This design comes from an exercise in tuning for small area, a short achievable clock period and few clock cycles per item on the open sky130 flow, not from production work.
Only simulation tests tie the RTL to the original design; equivalence was not proved.

==> flow/design.v (outline; a module is shown in full before it is edited, if it fits) <==
// module verilog_multiplier: 1386 lines
module verilog_multiplier(clk, rst, ready, op1, op2, res, done);
  // ...
==> flow/flow/run.sh <==
#!/bin/bash
# Own flow: the standard layout, except that synthesis runs Yosys's fine
# stage without its early "abc -fast", so that extract_fa finds the design's
# full adders as written (no inverter between adders). The standard synthesis
# runs first; its register names are given to the own netlist's registers,
# and the standard netlist is used as it is if the registers do not match.
set -uo pipefail
W=$(pwd)
R=$W/orfs/results/$FLOW_PLATFORM/verilog_multiplier/base
bash standard.sh synth > log_standard_synth.txt 2>&1 || exit 1
cp "$R/1_2_yosys.v" "$W/ref_1_2_yosys.v"
sed '1s/.*/proc synth {args} { if {[lsearch -glob $args "fine:*"] >= 0} { yosys synth -nofsm -noshare -noabc {*}$args } else { yosys synth -nofsm -noshare {*}$args } }/' synth_recipe.tcl > own_synth.tcl
sed "s|SYNTH_SCRIPT=[^ ]*|SYNTH_SCRIPT=$W/own_synth.tcl|" standard.sh > own_standard.sh
if bash own_standard.sh do-yosys > log_own_synth.txt 2>&1 \
   && python3 flow/rename.py "$W/ref_1_2_yosys.v" "$R/1_2_yosys.v" "$W/own_1_2_yosys.v" > log_rename.txt 2>&1; then
  cp "$W/own_1_2_yosys.v" "$R/1_2_yosys.v"
  echo "own synthesis used" >> log_rename.txt
else
  cp "$W/ref_1_2_yosys.v" "$R/1_2_yosys.v"
  echo "standard synthesis used" >> log_rename.txt
fi
rm -f "$R/1_synth.odb" "$R/1_synth.sdc"
bash standard.sh "BUFFER_PORTS_ARGS=-buffer_cell sky130_fd_sc_hd__buf_2" finish > log_standard_finish.txt 2>&1
==> flow/flow/rename.py <==
#!/usr/bin/env python3
# rename.py REF OWN OUT: make OWN's flip-flops match those of the standard
# synthesis REF: the same instance names and cell types (drive strength may
# differ). Registers are paired by the net their Q drives. Where the two
# syntheses inferred an enable differently, the register is rebuilt in REF's
# cell type with the same function: an enable flip-flop with its enable tied
# high, or a plain flip-flop behind a 2:1 multiplexer. Exits 1 if registers
# cannot be paired.
import re, sys

inst_re = re.compile(r'^(\s*)(sky130_fd_sc_hd__(\w+?)_(\d+))\s+(\\\S+\s|\w+)\s*\((.*?)\);', re.M | re.S)
pin_re = re.compile(r'\.(\w+)\(([^()]*)\)')

def is_ff(base):
    return base.startswith(("df", "edf", "sdf", "dl"))

def flops(text):
    out = {}
    for m in inst_re.finditer(text):
        base = m.group(3)
        if not is_ff(base):
            continue
        pins = {p: n.strip() for p, n in pin_re.findall(m.group(6))}
        q = pins.get("Q") or pins.get("Q_N")
        if q is None or q in out:
            sys.exit("cannot key register %s" % m.group(5))
        out[q] = (base, m.group(5).strip(), pins, m)
    return out

ref = open(sys.argv[1]).read()
own = open(sys.argv[2]).read()
fr, fo = flops(ref), flops(own)
if set(fr) != set(fo):
    sys.exit("register sets differ: %s" % sorted(set(fr) ^ set(fo))[:10])

def esc(name):
    return name + " " if name.startswith("\\") else name

edits = {}   # start offset -> (end offset, replacement)
extra = []
decl = []
need_one = False
renamed = converted = 0
for q, (rbase, rname, rpins, _) in fr.items():
    obase, oname, opins, m = fo[q]
    ind = m.group(1)
    if rbase == obase:
        if oname != rname:
            text = m.group(0)
            new = text.replace(m.group(5), esc(rname), 1)
            edits[m.start()] = (m.end(), new)
            renamed += 1
        continue
    pins = ", ".join(".%s(%s)" % (p, n) for p, n in opins.items())
    if rbase == "edfxtp" and obase == "dfxtp":
        new = "%ssky130_fd_sc_hd__edfxtp_1 %s (.CLK(%s), .D(%s), .DE(my_one), .Q(%s));" % (
            ind, esc(rname), esc(opins["CLK"]), esc(opins["D"]), esc(opins["Q"]))
        need_one = True
    elif rbase == "dfxtp" and obase == "edfxtp":
        mo = "my_mux_%d" % converted
        decl.append("  wire %s;" % mo)
        extra.append("  sky130_fd_sc_hd__mux2_1 %s_c (.A0(%s), .A1(%s), .S(%s), .X(%s));" % (
            mo, esc(opins["Q"]), esc(opins["D"]), esc(opins["DE"]), mo))
        new = "%ssky130_fd_sc_hd__dfxtp_1 %s (.CLK(%s), .D(%s), .Q(%s));" % (
            ind, esc(rname), esc(opins["CLK"]), mo, esc(opins["Q"]))
    else:
        sys.exit("cell type differs for %s: %s %s" % (q, rbase, obase))
    edits[m.start()] = (m.end(), new)
    converted += 1

out, pos = [], 0
for start in sorted(edits):
    end, new = edits[start]
    out.append(own[pos:start]); out.append(new); pos = end
out.append(own[pos:])
text = "".join(out)
if need_one:
    decl.append("  wire my_one, my_zero;")
    extra.append("  sky130_fd_sc_hd__conb_1 my_tie (.HI(my_one), .LO(my_zero));")
if extra:
    i = text.rindex("endmodule")
    text = text[:i] + "\n".join(extra) + "\n" + text[i:]
if decl:
    i = text.index("\n  wire ")
    text = text[:i + 1] + "\n".join(decl) + "\n" + text[i + 1:]
# the result must pair with REF exactly
f2 = flops(text)
for q, (rbase, rname, _, _) in fr.items():
    if q not in f2 or f2[q][0] != rbase or f2[q][1] != rname:
        sys.exit("pairing failed for %s" % q)
names = [m.group(5).strip() for m in inst_re.finditer(text)]
if len(names) != len(set(names)):
    sys.exit("name clash after renaming")
open(sys.argv[3], "w").write(text)
print("renamed %d, rebuilt %d of %d registers" % (renamed, converted, len(fr)))
==> flow/standard.sh <==
#!/bin/bash
# synth_recipe.tcl (not shown) runs the flow's synth.tcl, then flattens the netlist and writes it again
# the make line also repeats each setting of config.mk as NAME=value (left out here)
make -C /OpenROAD-flow-scripts/flow DESIGN_CONFIG=/design/flow/config.mk WORK_HOME=/design/flow/orfs CLKGATE_MAP_FILE= SYNTH_SCRIPT=/design/flow/synth_recipe.tcl "${@:-finish}"
==> flow/config.mk <==
export PLATFORM = sky130hd
export DESIGN_NAME = verilog_multiplier
export DESIGN_NICKNAME = verilog_multiplier
export VERILOG_FILES = /design/flow/design.v
export SDC_FILE = /design/flow/constraint.sdc
export NUM_CORES = 4
export LEC_CHECK = 0
export CAP_MARGIN = 20
export CORE_MARGIN = 2
export CORE_UTILIZATION = 60
export GPL_ROUTABILITY_DRIVEN = 0
export SETUP_SLACK_MARGIN = 2.0
export SLEW_MARGIN = 20
==> flow/constraint.sdc <==
create_clock -name core_clock -period 8.0 [get_ports {clk}]
set_input_delay 1.6000 -clock core_clock [delete_from_list [all_inputs] [get_ports {clk}]]
set_output_delay 1.6000 -clock core_clock [all_outputs]
set_load 0.01 [all_outputs]
==> run summary, run 1 <==
Post-synth top cells and3_1, fa_1, clkbuf_1, nand2_1, ha_1; CTS Hold Bufs 0; DP Worst Slack 1.54 ns; total gr overflow 0; Worst Path Required 8.31 ns; first-pass GRT wire length 113 mm; Clock transition at path regs 0.06 ns; max reg flops 48; Seq cells post-synth 120; status complete, no violations; Top reg by flops S; met1 usage 55.8%; Max FO, Critical Path 26; # Max-Cap Violations 0; top routing layer used met4; CP max stage cell fa_1; final worst slack 2.09 ns; Worst setup SP type input port; Storage cell area 2560 sq um; post-route cell area 24300 sq um; drt wl/cell 27.0 microns; period utilization 73.8%; fin crit period 5.91 ns; fraction of area in multi-input gates 80.1%; fillcell total 3147; multi-input logic area 19500 sq um; Die Wd 200 microns
Testbench counts, summed over its fixed seeds: cycles 6,400, items 3,200.
==> inputs of run 2 (changes only) <==
--- a/flow/config.mk
+++ b/flow/config.mk
@@ -8,6 +8,6 @@
 export CAP_MARGIN = 20
 export CORE_MARGIN = 2
 export CORE_UTILIZATION = 60
-export GPL_ROUTABILITY_DRIVEN = 0
+export PLACE_DENSITY = 0.8
 export SETUP_SLACK_MARGIN = 2.0
 export SLEW_MARGIN = 20
==> run summary, run 2 <==
I/O Buffers 99; post-synthesis compound-gate area fraction 8.54%; critical path class in2reg; area of the die 39900 sq um; die height 200 microns; clock buffer depth 2; fillcell total 3036 (-3.5%); main flop type after synthesis dfxtp_1; R2R Setup Slk 2.35 ns; total gr overflow 0 (unchanged); number of cell rows 71; r2r endpoint S[24]; max-slew violation count 0; Syn Inst Count 2269; vias per cell 7.04; adder-cell area share of the yosys netlist 49.0%; Worst setup SP type input port; Clock transition at path regs 0.06 ns (about the same); clk root buf clkbuf_16; WL final 72.4 mm; fin crit period 5.88 ns (-0.0216 ns); FMAX 170 MHz; drt wl/cell 26.5 microns (-1.7%); clock latency (worst-skew pair) 0.42 ns; most common cell in the synthesized netlist and3_1; initial antenna violation count 0; CP endpoint S[24]; Synth Cell Area 23000 sq um; Clock Skew 0.0110 ns; Worst Path Required 8.30 ns (about the same); # setup viols final 0; GRT Total Usage 37.5%; number of global-route vias before repair 19.8k; clock sink count 120; CP startpoint op1[17]; post-synthesis mux area share 1.45%; Detail Placement HPWL 49.3 mm; main combinational cell family by area after synthesis adder cells; status complete, no violations; CTS Hold Bufs 0 (unchanged); RePlAce Congestion 0.983; RSZ-0062 raised after global routing yes; Seq cells post-synth 120 (unchanged); Post-synth top cells and3_1, fa_1, clkbuf_1, nand2_1, ha_1; Seq/Total Area, Yosys 11.2%; Die Wd 200 microns (unchanged); Post-Synth XOR/XNOR Area 3.20%; Core ar. 37700 sq um; share of layout cells above drive strength 1 9.34%; CTS H-Tree Depth 4; top post-synthesis cells by area fa_1, and3_1, dfxtp_1; syn_area_per_cell 10.1 sq um; Hold Vio Cnt, Final 0; setup TNS 0 ns; synth warn 1; post-synth cell types 78; area added between synthesis and finish 5.65%; commonest non-fill, non-tap cell in the layout and3_1; Worst-Margin Slew 0.759 ns; CTS tree yes; pin count of the biggest net entering global routing 102; worst flop-to-flop path startpoint st[1]; commonest cells after routing, fill and taps aside and3_1, fa_1, nand2_1; # DRC 0; initial detailed-routing violation count 2670; ANT nets after route 0; Total Nets Final 2875; period utilization 73.6% (-0.27 points); CP Data Arrival Time 6.19 ns; post-route cell area 24300 sq um (about the same); share of the synthesized area in the top cell type 43.0%; max reg flops 48 (unchanged); top cell type by total area after synthesis fa_1; Max FO, Critical Path 26 (unchanged); Synthesized Nets 2940; DR vias 19.2k; reg2reg path depth 14; # Max-Cap Violations 0 (unchanged); EDFF count, synth 14; first-pass GRT wire length 113 mm (-0.58%); Worst slew margin 49.4%; Pre-antenna DRT Iters 6; I/O pin cnt 100; Setup crit end kind flop; Synth Area in Simple Gates 22.2%; Worst Hold Class reg2reg; Num CTS Buffers 17; Area after DPL 23500 sq um; initial core utilization 61.0%; asr flop ratio synth 3.33%; Top reg by flops S; biggest regs S x48, C x31, pay x22
-- run 2: logic make-up after synthesis --
| family | Yosys count |
|---|---|
| and+or+nand+nor | 903 |
| adders and majority gates | 605 |
| AOI/OAI and AO/OA | 272 |
| buffers and inverters | 255 |
| DFF | 120 |
| xor gates and xnor gates | 84 |
| muxes | 30 |
-- run 2: timing repair --
| item | CTS | global route |
|---|---|---|
| gates resized for setup | 11 | 56 |
| endpoints found under the setup margin | 16 | 34 |
| setup buffers | 3 | 4 |
| pin swaps | 2 | 3 |
-- run 2: worst max-delay path, stage by stage --
cell and delay (ns):
clkbuf_4 0.29, and3_1 0.27, fa_1 0.39, fa_1 0.54, fa_1 0.60, fa_1 0.44, fa_1 0.41, fa_1 0.56
fa_1 0.48, ha_1 0.30, a221oi_1 0.21, nand2_1 0.08
-- run 2: layout make-up --
class	instances	area, sq um	share of cell area (%)
tap	511	639	2.63
timing repair buffer	122	843	3.47
multi-input combinational	1894	19500	80.2
clock buffer	22	475	1.96
clock inverter	10	90.1	0.371
inverter	49	184	0.758
sequential	120	2560	10.6
antenna	2	5.00	0.0206
-- run 2: worst min-delay path by stage --
stage | end | slack [ns] | cells after the start | from
after floorplan | S[7] | 0.43 | 2 | S[8]
after global placement | S[11] | 0.45 | 2 | S[11]
after detailed placement | S[10] | 0.45 | 2 | S[10]
after CTS | S[10] | 0.46 | 2 | S[10]
after global routing | S[3] | 0.47 | 2 | S[3]
final | S[10] | 0.46 | 2 | S[10]
-- run 2: layer usage --
metal  global-route usage (%)  part of all wire, %  up-vias
met2                     57.1                   45     1468
met1                     50.3                   37     9710
met5                        0                    0        -
li1                         -                    -     7802
met3                     12.0                   14      226
met4                     14.4                  3.9        0
-- run 2: through the flow --
stage	utilization (%)	instances	hold WS [ns]	setup WS, ns
after floorplan	-	2269	0.431	2.01
after global placement	62.2	2688	0.447	1.63
after detailed placement	62.3	2689	0.452	1.51
after CTS	64.0	2724	0.461	2.00
after global routing	64.4	2728	0.474	1.95
final	64.4	2730	0.464	2.12
==> inputs of run 3 (changes only) <==
--- a/flow/config.mk
+++ b/flow/config.mk
@@ -8,6 +8,5 @@
 export CAP_MARGIN = 20
 export CORE_MARGIN = 2
 export CORE_UTILIZATION = 60
-export PLACE_DENSITY = 0.8
 export SETUP_SLACK_MARGIN = 2.0
 export SLEW_MARGIN = 20
==> run summary, run 3 <==
DR vias 18.6k (-3.1%); total gr overflow 0 (unchanged); fin util 64.3% (-0.11 points); share of the synthesized area in the top cell type 43.0% (unchanged); clock buffer depth 2 (unchanged); number of global-route vias before repair 19.4k (-2.2%); RePlAce Congestion 0.947 (-3.7%); FMAX 171 MHz (+0.64%); I/O Buffers 99 (unchanged); Pre-antenna DRT Iters 7 (+1); number of cell rows 71 (unchanged); top post-synthesis cells by area fa_1, and3_1, dfxtp_1; Seq/Total Area, Yosys 11.2% (unchanged); Worst-Margin Slew 0.749 ns (-0.0106 ns); first-pass GRT wire length 114 mm (+1.5%); Top reg by flops S; clock sink count 120 (unchanged); synth warn 1 (unchanged); WL final 74.6 mm (+3.1%); Synth Cell Area 23000 sq um (unchanged); Seq cells post-synth 120 (unchanged); most common cell in the synthesized netlist and3_1; critical path class in2reg; commonest non-fill, non-tap cell in the layout and3_1; drt wl/cell 27.3 microns (+3.1%); clock latency (worst-skew pair) 0.44 ns (+0.02 ns); # setup viols final 0 (unchanged); post-synth cell types 78 (unchanged); CTS tree yes; Post-synth top cells and3_1, fa_1, clkbuf_1, nand2_1, ha_1; syn_area_per_cell 10.1 sq um (unchanged); Synthesized Nets 2940 (unchanged); Detail Placement HPWL 49.7 mm (+0.78%); area added between synthesis and finish 5.47%; Hold Vio Cnt, Final 0 (unchanged); top cell type by total area after synthesis fa_1; ANT nets after route 0 (unchanged); vias per cell 6.82 (-3.0%); status complete, no violations; Worst setup SP type input port; main flop type after synthesis dfxtp_1; Num CTS Buffers 17 (unchanged); Clock Skew 0.0104 ns (-0.000545 ns); commonest cells after routing, fill and taps aside and3_1, fa_1, nand2_1; EDFF count, synth 14 (unchanged); Setup crit end kind flop; Worst Path Required 8.33 ns (+0.03 ns); period utilization 73.1% (-0.47 points); share of layout cells above drive strength 1 9.38% (+0.045 points); pin count of the biggest net entering global routing 121 (+19%); initial antenna violation count 2 (+2); fillcell total 3187 (+5.0%); asr flop ratio synth 3.33% (unchanged); Max FO, Critical Path 27 (+3.8%); biggest regs S x48, C x31, pay x22; Core ar. 37700 sq um (unchanged); # DRC 0 (unchanged); Syn Inst Count 2269 (unchanged); Worst slew margin 50.1% (+0.71 points); setup TNS 0 ns (unchanged); area of the die 39900 sq um (unchanged); Total Nets Final 2876 (+0.035%); max-slew violation count 0 (unchanged); GRT Total Usage 38.8% (+1.3 points); Worst Hold Class reg2reg; clk root buf clkbuf_16; fin crit period 5.85 ns (-0.0373 ns); RSZ-0062 raised after global routing no; # Max-Cap Violations 0 (unchanged); die height 200 microns (unchanged); CTS Hold Bufs 0 (unchanged); Clock transition at path regs 0.06 ns (about the same); initial core utilization 61.0% (unchanged); initial detailed-routing violation count 1961 (-27%); I/O pin cnt 100 (unchanged); CP Data Arrival Time 6.17 ns (-0.02 ns); CTS H-Tree Depth 4 (unchanged); max reg flops 48 (unchanged); Die Wd 200 microns (unchanged)
==> run 3: repair_timing <==
action	CTS	global route
gates resized for setup	8	56
buffers inserted	3	2
pin swaps	2	3
setup endpoints to repair	13	23
==> run 3: cell type report <==
type,count,area [sq um],share of cell area (%)
Inverter,49,184,0.759
Sequential cell,120,2560,10.6
Clock inverter,7,65.1,0.269
Clock buffer,24,503,2.08
Multi-Input combinational cell,1894,19400,80.3
Timing Repair Buffer,123,823,3.40
Antenna cell,1,2.50,0.0103
Tap cell,511,639,2.64
==> run 3: per-layer routing <==
layer | global-route usage [%] | up-vias | routed length [microns]
met3 | 12.7 | 149 | 9440
li1 | - | 7802 | -
met4 | 11.7 | 0 | 2080
met5 | 0 | - | 0
met1 | 55.1 | 9500 | 30700
met2 | 56.8 | 1163 | 32400
==> run 3: critical path: stages <==
cell and delay (ns):
buf_2 0.56, and3_1 0.27, ha_1 0.24, fa_1 0.50, fa_1 0.45, fa_1 0.53
fa_1 0.41, ha_1 0.35, and3_1 0.19, o211ai_1 0.11, a41oi_1 0.25, o21a_1 0.26
or3_1 0.32, nand2_1 0.08, nand3_1 0.06
==> run 3: per-stage QoR <==
stage	hold WS (ns)	setup slack, ns	cell area (sq um)	instances
6_report	0.464	2.15	24200	2729
5_1_grt	0.486	2.00	24200	2728
4_1_cts	0.465	2.01	24100	2726
3_5_place_dp	0.456	1.55	23500	2692
3_3_place_gp	0.451	1.54	23500	2692
2_1_floorplan	0.431	2.01	23000	2269
==> run 3: final timing paths <==
path / slack, ns / start / end / cells after the start
setup / recovery: 2.15 / op1[5] / S[15] / 15
hold / removal: 0.46 / S[3] / S[3] / 2
setup reg to reg: 2.32 / st[0] / S[31] / 14
hold reg to reg: 0.46 / S[3] / S[3] / 2
max in group asynchronous: 6.73 / rst / rndr / 2
min in group asynchronous: 1.04 / rst / st[1] / 2
==> run 3: cells by family (layout without fill, tap and decap cells) <==
group	count (synthesis)	count (layout)	share of synthesized area (%)
compound gates	272	272	8.54
buf+inv	255	203	4.43
xor+xnor	84	84	3.20
mux	30	30	1.45
simple gates	903	903	22.2
flops	120	120	11.2
other cells	0	1	0
fa+ha+maj	605	605	49.0
==> inputs of run 4 (changes only) <==
--- a/flow/config.mk
+++ b/flow/config.mk
@@ -8,5 +8,5 @@
 export CAP_MARGIN = 20
 export CORE_MARGIN = 2
 export CORE_UTILIZATION = 60
-export SETUP_SLACK_MARGIN = 2.0
+export SETUP_SLACK_MARGIN = 2.25
 export SLEW_MARGIN = 20
==> run summary, run 4 <==
status complete, no violations; fin crit period 5.67 ns (-0.175 ns); crit-path leading delay family adder cells; post-route cell area 24800 sq um (+2.4%); Die Wd 200 microns (unchanged); top cell type by total area after synthesis fa_1; pin count of the biggest net entering global routing 103 (-15%); clock latency (worst-skew pair) 0.43 ns (about the same); max reg flops 48 (unchanged); main combinational cell family by area after synthesis adder cells; share of the synthesized area in the top cell type 43.0% (unchanged); max incr delay on CP 0.65 ns (+0.09 ns); die height 200 microns (unchanged); final hold slack 0.462 ns (-0.00200 ns); asr flop ratio synth 3.33% (unchanged); max-slew violation count 0 (unchanged); CP max stage cell fa_1; Detail Placement HPWL 49.8 mm (+0.26%); CP Data Arrival Time 5.98 ns (-0.19 ns); adder-cell area share of the yosys netlist 49.0% (unchanged); Synth Cell Area 23000 sq um (unchanged); critical path class in2reg; initial core utilization 61.0% (unchanged); CP most frequent cell fa_1; Worst slew margin 40.2% (-9.9 points); vias per cell 6.86 (+0.52%); grt met2 use 58.1% (+1.4 points); Post-Synth XOR/XNOR Area 3.20% (unchanged); RePlAce Congestion 0.966 (+2.0%); Storage cell area 2560 sq um (unchanged); Setup crit end kind flop; Pre-antenna DRT Iters 8 (+1); GRT Total Usage 39.2% (+0.42 points); # DRC 0 (unchanged); RSZ-0062 raised after global routing yes; R2R Setup Slk 2.42 ns (+0.10 ns); Hold Vio Cnt, Final 0 (unchanged); number of global-route vias before repair 19.7k (+1.8%); CTS H-Tree Depth 4 (unchanged); clock sink count 120 (unchanged); WL final 75.7 mm (+1.4%); Total Nets Final 2888 (+0.42%); drt wl/cell 27.6 microns (+0.97%); reg2reg path depth 17 (+3); Core ar. 37700 sq um (unchanged); Clock transition at path regs 0.05 ns (about the same); fillcell total 3115 (-2.3%); post-synthesis compound-gate area fraction 8.54% (unchanged); first-pass GRT wire length 116 mm (+1.2%); Seq cells post-synth 120 (unchanged); fin util 65.8% (+1.5 points); Post-synth top cells and3_1, fa_1, clkbuf_1, nand2_1, ha_1; Worst-Margin Slew 0.894 ns (+0.145 ns); multi-input logic area 19700 sq um (+1.3%); syn_area_per_cell 10.1 sq um (unchanged); setup TNS 0 ns (unchanged); top post-synthesis cells by area fa_1, and3_1, dfxtp_1; share of layout cells above drive strength 1 12.4% (+3.0 points); ANT nets after route 0 (unchanged); I/O Buffers 99 (unchanged); number of cell rows 71 (unchanged); EDFF count, synth 14 (unchanged); crit-path cells buf_2, and3_1, fa_1, fa_1, fa_1, fa_1, fa_1, fa_1, ha_1, a221oi_2, nand2_1; Syn Inst Count 2269 (unchanged); post-synth cell types 78 (unchanged); Area after DPL 23600 sq um (+0.41%); Max FO, Critical Path 26 (-3.7%); area of the die 39900 sq um (unchanged); area added between synthesis and finish 7.95%; CTS Hold Bufs 0 (unchanged); DR vias 18.8k (+0.92%); FMAX 176 MHz (+3.1%); Synthesized Nets 2940 (unchanged); synth warn 1 (unchanged); Worst Path Required 8.31 ns (-0.02 ns); clock buffer depth 2 (unchanged); GR peak layer met2; Worst Hold End S[2]; post-synthesis mux area share 1.45% (unchanged); total gr overflow 0 (unchanged); Hold Crit Start S[2]; r2r endpoint S[15]; # setup viols final 0 (unchanged); period utilization 70.9% (-2.2 points); initial detailed-routing violation count 1955 (-0.31%); initial antenna violation count 0 (-2); CTS tree yes; I/O pin cnt 100 (unchanged); Top reg by flops S; Worst setup SP type input port; commonest cells after routing, fill and taps aside and3_1, fa_1, nand2_1; main flop type after synthesis dfxtp_1; worst hold path depth 2 (unchanged); Seq/Total Area, Yosys 11.2% (unchanged); CP bufs+invs 1 (unchanged); worst flop-to-flop path startpoint st[1]; clk root buf clkbuf_16; most common cell in the synthesized netlist and3_1; # Max-Cap Violations 0 (unchanged); commonest non-fill, non-tap cell in the layout and3_1; Clock Skew 0.00982 ns (-0.000595 ns); met1 usage 54.4% (-0.70 points); met3 GRT Util 12.7% (-0.017 points); biggest regs S x48, C x31, pay x22; Synth Area in Simple Gates 22.2% (unchanged); Worst Hold Class reg2reg; Num CTS Buffers 17 (unchanged)
==> run 4: routing by layer <==
metal | vias to the layer above | part of all wire (%)
li1 | 7848 | -
met1 | 9578 | 41
met2 | 1178 | 44
met3 | 178 | 12
met4 | 4 | 2.9
met5 | - | 0.16
==> run 4: cell families after synthesis <==
family                     count (synthesis)
buffers and inverters                    255
muxes                                     30
xor gates and xnor gates                  84
adders and majority gates                605
DFF                                      120
AOI/OAI and AO/OA                        272
and+or+nand+nor                          903
==> run 4: metrics by stage <==
stage                     cells  setup WS, ns
final                      2740          2.33
after global routing       2739          2.23
after CTS                  2732          2.24
after detailed placement   2685          1.59
after global placement     2685          1.70
after floorplan            2269          2.20
==> run 4: final cells by class <==
class                      count  area share (%)
clock buffer                  22            2.00
tap                          511            2.58
sequential                   120            10.3
timing repair buffer         134            4.52
inverter                      49           0.742
clock inverter                 8           0.378
multi-input combinational   1895            79.4
antenna                        1          0.0101
==> run 4: worst max path at each step <==
stage          slack [ns]  cells past startpoint  startpoint  endpoint
6_report             2.33                     11     op2[17]     S[24]
2_1_floorplan        2.20                     12     op1[17]     S[26]
3_5_place_dp         1.59                     15      op1[9]     S[15]
5_1_grt              2.23                     15     op1[10]     S[15]
4_1_cts              2.24                     15      op1[5]     S[15]
3_3_place_gp         1.70                     15     op1[11]     S[15]
==> run 4: worst min-delay path, cell delays in order, from the launching register on <==
cell	delay, ns
dfxtp_1	0.32
nand2_1	0.06
nand2_1	0.04
==> run 4: timing repair <==
item,CTS,global route
resized for setup,43,60
pin swaps,6,11
setup endpoints to repair,38,29
buffers inserted,14,7
cloned,3,0
==> inputs of run 5 (changes only) <==
--- a/flow/config.mk
+++ b/flow/config.mk
@@ -10,3 +10,4 @@
 export CORE_UTILIZATION = 60
 export SETUP_SLACK_MARGIN = 2.25
 export SLEW_MARGIN = 20
+export TNS_END_PERCENT = 20
==> run summary, run 5 <==
CTS tree yes; RePlAce Congestion 0.948 (-1.8%); final hold slack 0.465 ns (+0.00288 ns); area of the die 39900 sq um (unchanged); clock latency (worst-skew pair) 0.44 ns (about the same); biggest regs S x48, C x31, pay x22; ANT nets after route 0 (unchanged); number of cell rows 71 (unchanged); worst hold path depth 2 (unchanged); Worst Path Required 8.32 ns (about the same); CP Data Arrival Time 5.99 ns (about the same); Synth Cell Area 23000 sq um (unchanged); Worst-Margin Slew 0.875 ns (-0.0187 ns); die height 200 microns (unchanged); Seq/Total Area, Yosys 11.2% (unchanged); top post-synthesis cells by area fa_1, and3_1, dfxtp_1; drt wl/cell 27.7 microns (+0.46%); share of layout cells above drive strength 1 12.1% (-0.25 points); EDFF count, synth 14 (unchanged); Total Nets Final 2890 (+0.069%); CTS H-Tree Depth 4 (unchanged); main flop type after synthesis dfxtp_1; Syn Inst Count 2269 (unchanged); share of the synthesized area in the top cell type 43.0% (unchanged); GRT Total Usage 39.0% (-0.24 points); clk root buf clkbuf_16; Max FO, Critical Path 26 (unchanged); clock sink count 120 (unchanged); initial antenna violation count 0 (unchanged); period utilization 70.9% (about the same); fin crit period 5.68 ns (+0.00340 ns); initial detailed-routing violation count 2068 (+5.8%); top cell type by total area after synthesis fa_1; syn_area_per_cell 10.1 sq um (unchanged); synth warn 1 (unchanged); reg2reg path depth 16 (-1); max-slew violation count 0 (unchanged); Placed Cells 2687 (+0.074%); max reg flops 48 (unchanged); Die Wd 200 microns (unchanged); Area after DPL 23600 sq um (about the same); post-route cell area 24700 sq um (-0.26%); Num CTS Buffers 17 (unchanged); Post-synth top cells and3_1, fa_1, clkbuf_1, nand2_1, ha_1; Pre-antenna DRT Iters 6 (-2); FMAX 176 MHz (about the same); commonest non-fill, non-tap cell in the layout and3_1; I/O Buffers 99 (unchanged); # DRC 0 (unchanged); # Max-Cap Violations 0 (unchanged); status complete, no violations; CTS Hold Bufs 0 (unchanged); asr flop ratio synth 3.33% (unchanged); RSZ-0062 raised after global routing yes; total gr overflow 0 (unchanged); Hold Vio Cnt, Final 0 (unchanged); Clock Skew 0.0117 ns (+0.00186 ns); clock buffer depth 2 (unchanged); Worst setup SP type input port; fin util 65.7% (-0.17 points); Worst slew margin 41.4% (+1.3 points); final non-filler cell total 2744 (+0.15%); Worst Hold Class reg2reg; I/O pin cnt 100 (unchanged); Setup crit end kind flop; post-synth cell types 78 (unchanged); commonest cells after routing, fill and taps aside and3_1, fa_1, nand2_1; # setup viols final 0 (unchanged); WL final 76.1 mm (+0.61%); most common cell in the synthesized netlist and3_1; Seq cells post-synth 120 (unchanged); setup TNS 0 ns (unchanged); vias per cell 6.92 (+0.91%); critical path class in2reg; Synthesized Nets 2940 (unchanged); DR vias 19.0k (+1.1%); number of global-route vias before repair 19.3k (-2.0%); Top reg by flops S; first-pass GRT wire length 115 mm (-0.63%); area added between synthesis and finish 7.67%; Clock transition at path regs 0.06 ns (about the same); pin count of the biggest net entering global routing 154 (+50%); Core ar. 37700 sq um (unchanged); Detail Placement HPWL 50.5 mm (+1.4%); initial core utilization 61.0% (unchanged)
run 5: cell counts after synthesis:
No cell type changed its count.
run 5: logic make-up (layout without fill, tap and decap cells):
family	after synthesis	after routing	share of synthesized area (%)
fa+ha+maj	605	605	49.0
other cells	0	1	0
simple gates	903	904	22.2
buf+inv	255	217	4.43
compound gates	272	272	8.54
xor+xnor	84	84	3.20
flops	120	120	11.2
mux	30	30	1.45
run 5: area by class of cell:
type | instances | area (sq um)
antenna | 1 | 2.50
clock buffer | 20 | 478
clock inverter | 12 | 110
fill | 3158 | 12900
inverter | 49 | 184
multi-input combinational | 1895 | 19700
sequential | 120 | 2560
tap | 511 | 639
timing repair buffer | 136 | 1100
run 5: path summary, 6_finish.rpt:
check / start / to / slack (ns)
max in group asynchronous: rst / rndr / 6.73
worst min register to register: S[3] / S[3] / 0.47
worst max-delay path: op2[0] / S[24] / 2.32
worst min-delay path: S[3] / S[3] / 0.47
worst max register to register: st[0] / S[24] / 2.49
min in group asynchronous: rst / st[1] / 1.04
run 5: critical path: stages:
cell      delay (ns)
buf_4           0.22
and3_1          0.25
fa_1            0.48
fa_1            0.47
fa_1            0.43
fa_1            0.46
fa_1            0.51
fa_1            0.53
fa_1            0.42
ha_1            0.32
a221oi_1        0.22
nand2_1         0.08
run 5: what timing repair did:
item | in CTS | in global routing
setup buffers | 9 | 12
setup endpoints to repair | 42 | 52
cloned | 1 | 1
pin swaps | 5 | 13
gates resized for setup | 23 | 87
run 5: per-stage QoR:
step           setup WS [ns]
6_report                2.32
5_1_grt                 2.21
4_1_cts                 2.15
3_5_place_dp            1.60
3_3_place_gp            1.68
2_1_floorplan           2.20
run 5: per-layer routing:
metal	GRT usage (%)	up-vias	wire length, microns
met4	11.3	0	1930
met5	0	-	0
met1	57.5	9770	31500
met2	57.4	1224	33300
met3	9.52	151	9490
li1	-	7839	-
==> inputs of run 6 (changes only) <==
--- a/flow/config.mk
+++ b/flow/config.mk
@@ -8,6 +8,6 @@
 export CAP_MARGIN = 20
 export CORE_MARGIN = 2
 export CORE_UTILIZATION = 60
-export SETUP_SLACK_MARGIN = 2.25
+export SETUP_SLACK_MARGIN = 2.4
 export SLEW_MARGIN = 20
 export TNS_END_PERCENT = 20
==> run summary, run 6 <==
pin count of the biggest net entering global routing 153 (-0.65%); die height 200 microns (unchanged); RSZ-0062 raised after global routing yes; CP max stage cell fa_1; vias per cell 6.89 (-0.39%); Seq cells post-synth 120 (unchanged); Setup crit end kind flop; # setup viols final 0 (unchanged); CTS H-Tree Depth 4 (unchanged); initial detailed-routing violation count 1800 (-13%); DR vias 19.0k (-0.063%); critical path class in2reg; area added between synthesis and finish 9.32%; number of cell rows 71 (unchanged); Post-synth top cells and3_1, fa_1, clkbuf_1, nand2_1, ha_1; Max FO, Critical Path 26 (unchanged); Storage cell area 2560 sq um (unchanged); I/O Buffers 99 (unchanged); drt wl/cell 27.9 microns (+0.71%); FMAX 179 MHz (+1.4%); CTS tree yes; status complete, no violations; CP bufs+invs 1 (unchanged); number of global-route vias before repair 19.7k (+2.2%); commonest cells after routing, fill and taps aside and3_1, fa_1, nand2_1; max reg flops 48 (unchanged); setup TNS 0 ns (unchanged); EDFF count, synth 14 (unchanged); Worst Path Required 8.32 ns (about the same); Worst Hold Class reg2reg; commonest non-fill, non-tap cell in the layout and3_1; CP most frequent cell fa_1; Pre-antenna DRT Iters 8 (+2); GRT Total Usage 39.7% (+0.77 points); Worst setup SP type input port; top post-synthesis cells by area fa_1, and3_1, dfxtp_1; Synthesized Nets 2940 (unchanged); Seq/Total Area, Yosys 11.2% (unchanged); crit-path cells buf_6, and3_1, fa_1, fa_1, fa_1, fa_1, fa_1, fa_1, fa_1, ha_1, a221oi_2, nand2_1; total gr overflow 0 (unchanged); fin util 66.7% (+1.0 points); fin crit period 5.60 ns (-0.0767 ns); Detail Placement HPWL 49.6 mm (-1.8%); CP Data Arrival Time 5.91 ns (-0.08 ns); fillcell total 3042 (-3.7%); ANT nets after route 0 (unchanged); Worst slew margin 37.8% (-3.6 points); # DRC 0 (unchanged); first-pass GRT wire length 117 mm (+2.0%); Clock transition at path regs 0.06 ns (about the same); Worst-Margin Slew 0.929 ns (+0.0535 ns); biggest regs S x48, C x31, pay x22; crit-path leading delay family adder cells; CP startpoint op2[3]; Hold Crit Start S[2]; Core ar. 37700 sq um (unchanged); initial antenna violation count 0 (unchanged); top cell type by total area after synthesis fa_1; share of layout cells above drive strength 1 13.7% (+1.5 points); Num CTS Buffers 17 (unchanged); worst flop-to-flop path startpoint st[0]; multi-input logic area 19800 sq um (+0.79%); Total Nets Final 2899 (+0.31%); Die Wd 200 microns (unchanged); period utilization 70.0% (-0.96 points); clock sink count 120 (unchanged); most common cell in the synthesized netlist and3_1; max-slew violation count 0 (unchanged); Clock Skew 0.0121 ns (+0.000429 ns); clock buffer depth 2 (unchanged); # Max-Cap Violations 0 (unchanged); clock latency (worst-skew pair) 0.44 ns (about the same); clk root buf clkbuf_16; Syn Inst Count 2269 (unchanged); Top reg by flops S; syn_area_per_cell 10.1 sq um (unchanged); Hold Vio Cnt, Final 0 (unchanged); WL final 76.9 mm (+1.0%); asr flop ratio synth 3.33% (unchanged); main flop type after synthesis dfxtp_1; RePlAce Congestion 0.916 (-3.4%); share of the synthesized area in the top cell type 43.0% (unchanged); Synth Cell Area 23000 sq um (unchanged); post-synth cell types 78 (unchanged); I/O pin cnt 100 (unchanged); area of the die 39900 sq um (unchanged); max incr delay on CP 0.57 ns (+0.04 ns); initial core utilization 61.0% (unchanged); synth warn 1 (unchanged)
[run 6: logic make-up after synthesis]
kind of cell / share of synthesized area (%)
xor gates and xnor gates: 3.20
muxes: 1.45
DFF: 11.2
AOI/OAI and AO/OA: 8.54
buffers and inverters: 4.43
and+or+nand+nor: 22.2
adders and majority gates: 49.0
[run 6: worst reg2reg max path, stage by stage (launching register included)]
cell and delay (ns):
dfrtp_1 0.43, inv_1 0.14, ha_4 0.32, buf_16 0.29, and3_1 0.28, fa_1 0.45
fa_1 0.60, fa_1 0.46, fa_2 0.50, fa_2 0.37, fa_1 0.51, fa_1 0.44
ha_1 0.30, a221oi_2 0.17, nand2_1 0.08
[run 6: cell type report]
cell class,instances,area share [%]
Multi-Input combinational cell,1896,78.9
Sequential cell,120,10.2
Timing Repair Buffer,144,5.11
Tap cell,511,2.55
Clock buffer,19,1.85
Inverter,49,0.732
Clock inverter,13,0.653
Antenna cell,1,0.00996
[run 6: through the flow]
step	setup slack, ns	cell area [sq um]	hold slack, ns	std cells
floorplan	2.20	23100	0.431	2269
global placement	1.62	23500	0.450	2685
detailed placement	1.53	23500	0.454	2685
CTS	2.36	24700	0.465	2737
global route	2.33	25100	0.479	2752
finish	2.40	25100	0.466	2753
[run 6: per-layer routing]
layer	global-route usage (%)	wire length (microns)	up-vias	share of wire, %
met5	0	0	-	0
met4	15.8	2830	0	3.7
met3	10.8	8810	184	11
met2	58.3	33700	1220	44
met1	56.2	31600	9711	41
li1	-	-	7857	-
[run 6: path summary, 6_finish.rpt]
path	depth (start not counted)	slack, ns	to
min in group asynchronous	2	1.03	st[1]
max in group asynchronous	2	6.74	rndr
max reg2reg	14	2.54	S[27]
min reg2reg	2	0.47	S[2]
max	12	2.40	S[27]
min	2	0.47	S[2]
[run 6: timing repair]
action                                  CTS  global route
hold buffers                              0             0
setup buffers                            17            15
gates resized for setup                  79            74
pin swaps                                11            19
gates cloned                              3             0
endpoints found under the setup margin   52            47
==> inputs of run 7 (changes only) <==
--- a/flow/config.mk
+++ b/flow/config.mk
@@ -8,6 +8,6 @@
 export CAP_MARGIN = 20
 export CORE_MARGIN = 2
 export CORE_UTILIZATION = 60
-export SETUP_SLACK_MARGIN = 2.4
+export SETUP_SLACK_MARGIN = 2.3
 export SLEW_MARGIN = 20
-export TNS_END_PERCENT = 20
+export TNS_END_PERCENT = 5
==> run summary, run 7 <==
initial core utilization 61.0% (unchanged); synth warn 1 (unchanged); initial antenna violation count 1 (+1); top cell type by total area after synthesis fa_1; Num CTS Buffers 17 (unchanged); CTS tree yes; Max FO, Critical Path 26 (unchanged); initial detailed-routing violation count 2082 (+16%); Synth Area in Simple Gates 22.2% (unchanged); number of cell rows 71 (unchanged); fin crit period 5.70 ns (+0.106 ns); RSZ-0062 raised after global routing yes; clock latency (worst-skew pair) 0.44 ns (about the same); Placed Cells 2687 (+0.074%); ANT nets after route 0 (unchanged); DR vias 18.8k (-1.1%); commonest cells after routing, fill and taps aside and3_1, fa_1, nand2_1; # Max-Cap Violations 0 (unchanged); max incr delay on CP 0.49 ns (-0.08 ns); Hold Vio Cnt, Final 0 (unchanged); Seq/Total Area, Yosys 11.2% (unchanged); final non-filler cell total 2740 (-0.47%); CP most frequent cell fa_1; setup TNS 0 ns (unchanged); biggest regs S x48, C x31, pay x22; most common cell in the synthesized netlist and3_1; Core ar. 37700 sq um (unchanged); I/O Buffers 99 (unchanged); first-pass GRT wire length 114 mm (-2.6%); CP max stage cell fa_1; area added between synthesis and finish 7.93%; post-synth cell types 78 (unchanged); period utilization 71.3% (+1.3 points); main combinational cell family by area after synthesis adder cells; Top reg by flops S; Seq cells post-synth 120 (unchanged); main flop type after synthesis dfxtp_1; drt wl/cell 27.3 microns (-2.2%); Syn Inst Count 2269 (unchanged); Worst Hold Class reg2reg; total gr overflow 0 (unchanged); GRT Total Usage 38.8% (-0.97 points); crit-path cells buf_6, and3_4, fa_1, fa_1, fa_1, fa_1, fa_1, fa_1, fa_1, ha_1, a221oi_1, o21ai_0; Die Wd 200 microns (unchanged); Post-Synth XOR/XNOR Area 3.20% (unchanged); share of layout cells above drive strength 1 12.0% (-1.6 points); vias per cell 6.85 (-0.65%); clock sink count 120 (unchanged); CP bufs+invs 1 (unchanged); WL final 74.9 mm (-2.7%); max reg flops 48 (unchanged); post-synthesis mux area share 1.45% (unchanged); clk root buf clkbuf_16; Clock transition at path regs 0.06 ns (about the same); final hold slack 0.466 ns (-0.0000590 ns); # DRC 0 (unchanged); Total Nets Final 2886 (-0.45%); Setup crit end kind flop; RePlAce Congestion 0.954 (+4.2%); adder-cell area share of the yosys netlist 49.0% (unchanged); I/O pin cnt 100 (unchanged); EDFF count, synth 14 (unchanged); pin count of the biggest net entering global routing 189 (+24%); commonest non-fill, non-tap cell in the layout and3_1; CTS H-Tree Depth 4 (unchanged); syn_area_per_cell 10.1 sq um (unchanged); area of the die 39900 sq um (unchanged); post-synthesis compound-gate area fraction 8.54% (unchanged); Synthesized Nets 2940 (unchanged); Worst Path Required 8.30 ns (-0.02 ns); fillcell total 3066 (+0.79%); Synth Cell Area 23000 sq um (unchanged); clock buffer depth 2 (unchanged); status complete, no violations; final worst slack 2.30 ns (-0.106 ns); Clock Skew 0.0113 ns (-0.000795 ns); die height 200 microns (unchanged); number of global-route vias before repair 19.2k (-3.0%); Worst slew margin 41.1% (+3.2 points); Post-synth top cells and3_1, fa_1, clkbuf_1, nand2_1, ha_1; Detail Placement HPWL 50.2 mm (+1.3%); max-slew violation count 0 (unchanged); share of the synthesized area in the top cell type 43.0% (unchanged); crit-path leading delay family adder cells; critical path class in2reg; # setup viols final 0 (unchanged); DP Worst Slack 1.59 ns (+0.0611 ns); Worst-Margin Slew 0.881 ns (-0.0482 ns); Pre-antenna DRT Iters 8 (unchanged); FMAX 175 MHz (-1.9%); asr flop ratio synth 3.33% (unchanged); CP Data Arrival Time 6.00 ns (+0.09 ns); top post-synthesis cells by area fa_1, and3_1, dfxtp_1; Worst setup SP type input port
[run 7: cell counts after synthesis]
No cell type changed its count.
[run 7: kinds of logic (layout without fill, tap and decap cells)]
| group | count (synthesis) | after routing |
|---|---|---|
| DFF | 120 | 120 |
| xor gates and xnor gates | 84 | 84 |
| and+or+nand+nor | 903 | 904 |
| adders and majority gates | 605 | 605 |
| AOI/OAI and AO/OA | 272 | 272 |
| other | 0 | 1 |
| buffers and inverters | 255 | 213 |
| muxes | 30 | 30 |
[run 7: worst min-delay path, delay by kind of cell (launching register included)]
kind          cells  cell delay [ns]
simple gates      2             0.10
flops             1             0.32
[run 7: timing repair]
action	4_1_cts	5_1_grt
cloned	1	1
hold endpoints to repair	0	0
pin swaps	5	13
resized for setup	22	93
setup endpoints to repair	53	46
hold buffers	0	0
setup buffers	8	10
[run 7: per-layer routing]
metal	global-route usage (%)	vias up	routed length, microns
met5	0	-	0
met4	13.1	0	2110
met3	10.4	170	9440
met2	56.1	1220	32100
met1	56.6	9531	31300
li1	-	7839	-
[run 7: layout make-up]
cell class	count	area, sq um	area share [%]
Clock inverter	8	151	0.611
Multi-Input combinational cell	1895	19700	79.3
Timing Repair Buffer	132	1050	4.23
Clock buffer	24	544	2.19
Inverter	49	184	0.742
Sequential cell	120	2560	10.3
Antenna cell	1	2.50	0.0101
Tap cell	511	639	2.58
[run 7: per-stage QoR]
stage / instance area [sq um] / util, %
after CTS: 24400 / 64.8
after global placement: 23500 / 62.5
final: 24800 / 65.8
after floorplan: 23100 / -
after detailed placement: 23500 / 62.5
after global routing: 24800 / 65.8
[run 7: path summary, 6_finish.rpt]
path / from / end / slack [ns] / cells past startpoint
max in group asynchronous: rst / rndr / 6.73 / 2
min: S[2] / S[2] / 0.47 / 2
min in group asynchronous: rst / st[0] / 1.04 / 2
min reg2reg: S[2] / S[2] / 0.47 / 2
max reg2reg: st[1] / S[28] / 2.50 / 14
max: op2[6] / S[32] / 2.30 / 12
==> inputs of run 8 (changes only) <==
--- a/flow/config.mk
+++ b/flow/config.mk
@@ -8,6 +8,7 @@
 export CAP_MARGIN = 20
 export CORE_MARGIN = 2
 export CORE_UTILIZATION = 60
-export SETUP_SLACK_MARGIN = 2.3
+export CTS_BUF_LIST = sky130_fd_sc_hd__clkbuf_4 sky130_fd_sc_hd__clkbuf_8
+export SETUP_SLACK_MARGIN = 2.25
 export SLEW_MARGIN = 20
-export TNS_END_PERCENT = 5
+export TNS_END_PERCENT = 20
==> run summary, run 8 <==
status complete, no violations; commonest cells after routing, fill and taps aside and3_1, fa_1, nand2_1; GRT Total Usage 39.0% (+0.17 points); I/O Buffers 99 (unchanged); clock sink count 120 (unchanged); Detail Placement HPWL 50.5 mm (+0.53%); FMAX 176 MHz (+0.25%); asr flop ratio synth 3.33% (unchanged); fillcell total 3186 (+3.9%); Total Nets Final 2892 (+0.21%); initial core utilization 61.0% (unchanged); Worst-Margin Slew 0.877 ns (-0.00321 ns); Seq/Total Area, Yosys 11.2% (unchanged); WL final 75.8 mm (+1.3%); clock buffer depth 2 (unchanged); Clock transition at path regs 0.08 ns (+0.02 ns); initial detailed-routing violation count 1978 (-5.0%); final hold slack 0.470 ns (+0.00345 ns); ANT nets after route 0 (unchanged); biggest regs S x48, C x31, pay x22; Worst setup SP type input port; share of the synthesized area in the top cell type 43.0% (unchanged); # DRC 0 (unchanged); worst hold path depth 2 (unchanged); R2R Setup Slk 2.48 ns (-0.02 ns); Synth Cell Area 23000 sq um (unchanged); CP Data Arrival Time 6.04 ns (+0.04 ns); multi-input logic area 19700 sq um (about the same); I/O pin cnt 100 (unchanged); CP startpoint op2[5]; Synthesized Nets 2940 (unchanged); number of cell rows 71 (unchanged); Storage cell area 2560 sq um (unchanged); main flop type after synthesis dfxtp_1; worst flop-to-flop path startpoint st[0]; Worst slew margin 41.3% (+0.21 points); critical path class in2reg; max reg flops 48 (unchanged); setup TNS 0 ns (unchanged); synth warn 1 (unchanged); RePlAce Congestion 0.948 (-0.63%); area of the die 39900 sq um (unchanged); total gr overflow 0 (unchanged); Die Wd 200 microns (unchanged); Clock Skew 0.0196 ns (+0.00832 ns); commonest non-fill, non-tap cell in the layout and3_1; Hold Vio Cnt, Final 0 (unchanged); period utilization 71.1% (-0.18 points); Syn Inst Count 2269 (unchanged); clock latency (worst-skew pair) 0.47 ns (+0.03 ns); Worst Hold Class reg2reg; max-slew violation count 0 (unchanged); EDFF count, synth 14 (unchanged); syn_area_per_cell 10.1 sq um (unchanged); top cell type by total area after synthesis fa_1; pin count of the biggest net entering global routing 154 (-19%); CTS Hold Bufs 0 (unchanged); Max FO, Critical Path 26 (unchanged); drt wl/cell 27.6 microns (+1.0%); number of global-route vias before repair 19.3k (+0.85%); # setup viols final 0 (unchanged); Seq cells post-synth 120 (unchanged); # Max-Cap Violations 0 (unchanged); first-pass GRT wire length 115 mm (+0.48%); Hold Crit Start S[3]; clk root buf clkbuf_8; Worst Path Required 8.35 ns (+0.05 ns); die height 200 microns (unchanged); CTS H-Tree Depth 4 (unchanged); Num CTS Buffers 17 (unchanged); most common cell in the synthesized netlist and3_1; Pre-antenna DRT Iters 6 (-2); CTS tree yes; RSZ-0062 raised after global routing yes; reg2reg path depth 16 (+2); Core ar. 37700 sq um (unchanged); post-synth cell types 78 (unchanged); area added between synthesis and finish 6.79%; vias per cell 6.91 (+0.92%); Top reg by flops S; initial antenna violation count 0 (-1); share of layout cells above drive strength 1 12.1% (+0.10 points); top post-synthesis cells by area fa_1, and3_1, dfxtp_1; Setup crit end kind flop; Post-synth top cells and3_1, fa_1, clkbuf_1, nand2_1, ha_1; DR vias 19.0k (+1.2%); fin crit period 5.69 ns (-0.0144 ns)
==> run 8: what timing repair did <==
item | in CTS | in global routing
pin swaps | 5 | 14
resized for setup | 15 | 97
setup endpoints to repair | 40 | 45
buffers inserted | 11 | 12
cloned | 1 | 1
==> run 8: routing by layer <==
layer / GRT usage (%) / routed length [microns] / up-vias
met5: 0 / 0 / -
met4: 11.1 / 1900 / 0
met3: 9.59 / 9600 / 140
met2: 57.4 / 33000 / 1246
met1: 57.4 / 31400 / 9757
li1: - / - / 7838
==> run 8: path summary, 6_finish.rpt <==
path | to
max | S[24]
min | S[3]
max reg2reg | S[24]
min reg2reg | S[3]
max in group asynchronous | rndr
min in group asynchronous | done
==> run 8: worst max-delay path: stages <==
cell	delay, ns
buf_4	0.33
and3_1	0.24
fa_1	0.44
fa_1	0.50
fa_1	0.54
fa_1	0.44
fa_2	0.36
fa_1	0.54
fa_1	0.42
ha_1	0.32
a221oi_1	0.22
nand2_1	0.08
==> run 8: per-stage QoR <==
step | cell area [sq um] | std cells | setup slack, ns | util, %
2_1_floorplan | 23100 | 2269 | 2.20 | -
3_3_place_gp | 23600 | 2687 | 1.68 | 62.5
3_5_place_dp | 23600 | 2687 | 1.60 | 62.5
4_1_cts | 24100 | 2731 | 2.15 | 64.0
5_1_grt | 24500 | 2745 | 2.16 | 65.1
6_report | 24500 | 2747 | 2.31 | 65.1
==> run 8: layout make-up <==
class / instances / share of cell area (%)
flip-flops and latches: 120 / 10.4
repair buffers: 138 / 4.44
multi-input cells: 1895 / 80.1
clock inverters: 13 / 0.571
clock buffers: 19 / 1.07
inverters: 49 / 0.750
well taps: 511 / 2.61
diodes: 2 / 0.0204
==> run 8: kinds of logic after synthesis <==
group	count (synthesis)	share of synthesized area, %
flops	120	11.2
fa+ha+maj	605	49.0
buf+inv	255	4.43
mux	30	1.45
xor+xnor	84	3.20
compound gates	272	8.54
simple gates	903	22.2

==> re-timing with driven ports <==
The results above use ideal ports. As a check the final layouts listed here were re-extracted and re-timed, cells and wires unchanged. Step 1, drivers: a clkbuf_16 drives clk and a buf_2 each remaining input, both assumed. Step 2 adds t to the input delays and takes it off the output delays; t is the mean of the earliest and latest rising clock arrival at the registers after step 1. Input paths then give back, and output paths get back, about the clock's delay inside the block. a / b / c = ideal / step 1 / step 2; a / b = the first two.
run	t, ns	setup slack, ns	worst setup path after step 2
run 1	0.471	2.094 / 2.123 / 1.652	input to register
run 2	0.466	2.116 / 2.140 / 1.675	input to register
run 3	0.480	2.153 / 2.136 / 1.696	input to register
run 4	0.473	2.328 / 2.352 / 1.879	input to register
run 5	0.478	2.324 / 2.333 / 1.873	input to register
run 6	0.482	2.401 / 2.400 / 1.918	input to register
run 7	0.480	2.295 / 2.313 / 1.833	input to register
run 8	0.509	2.309 / 2.320 / 1.828	input to register
After both steps setup and hold are still met in every run listed. The setup slack of run 6, which loses most, moves by -0.001 ns with the drivers and by -0.483 ns with both steps.
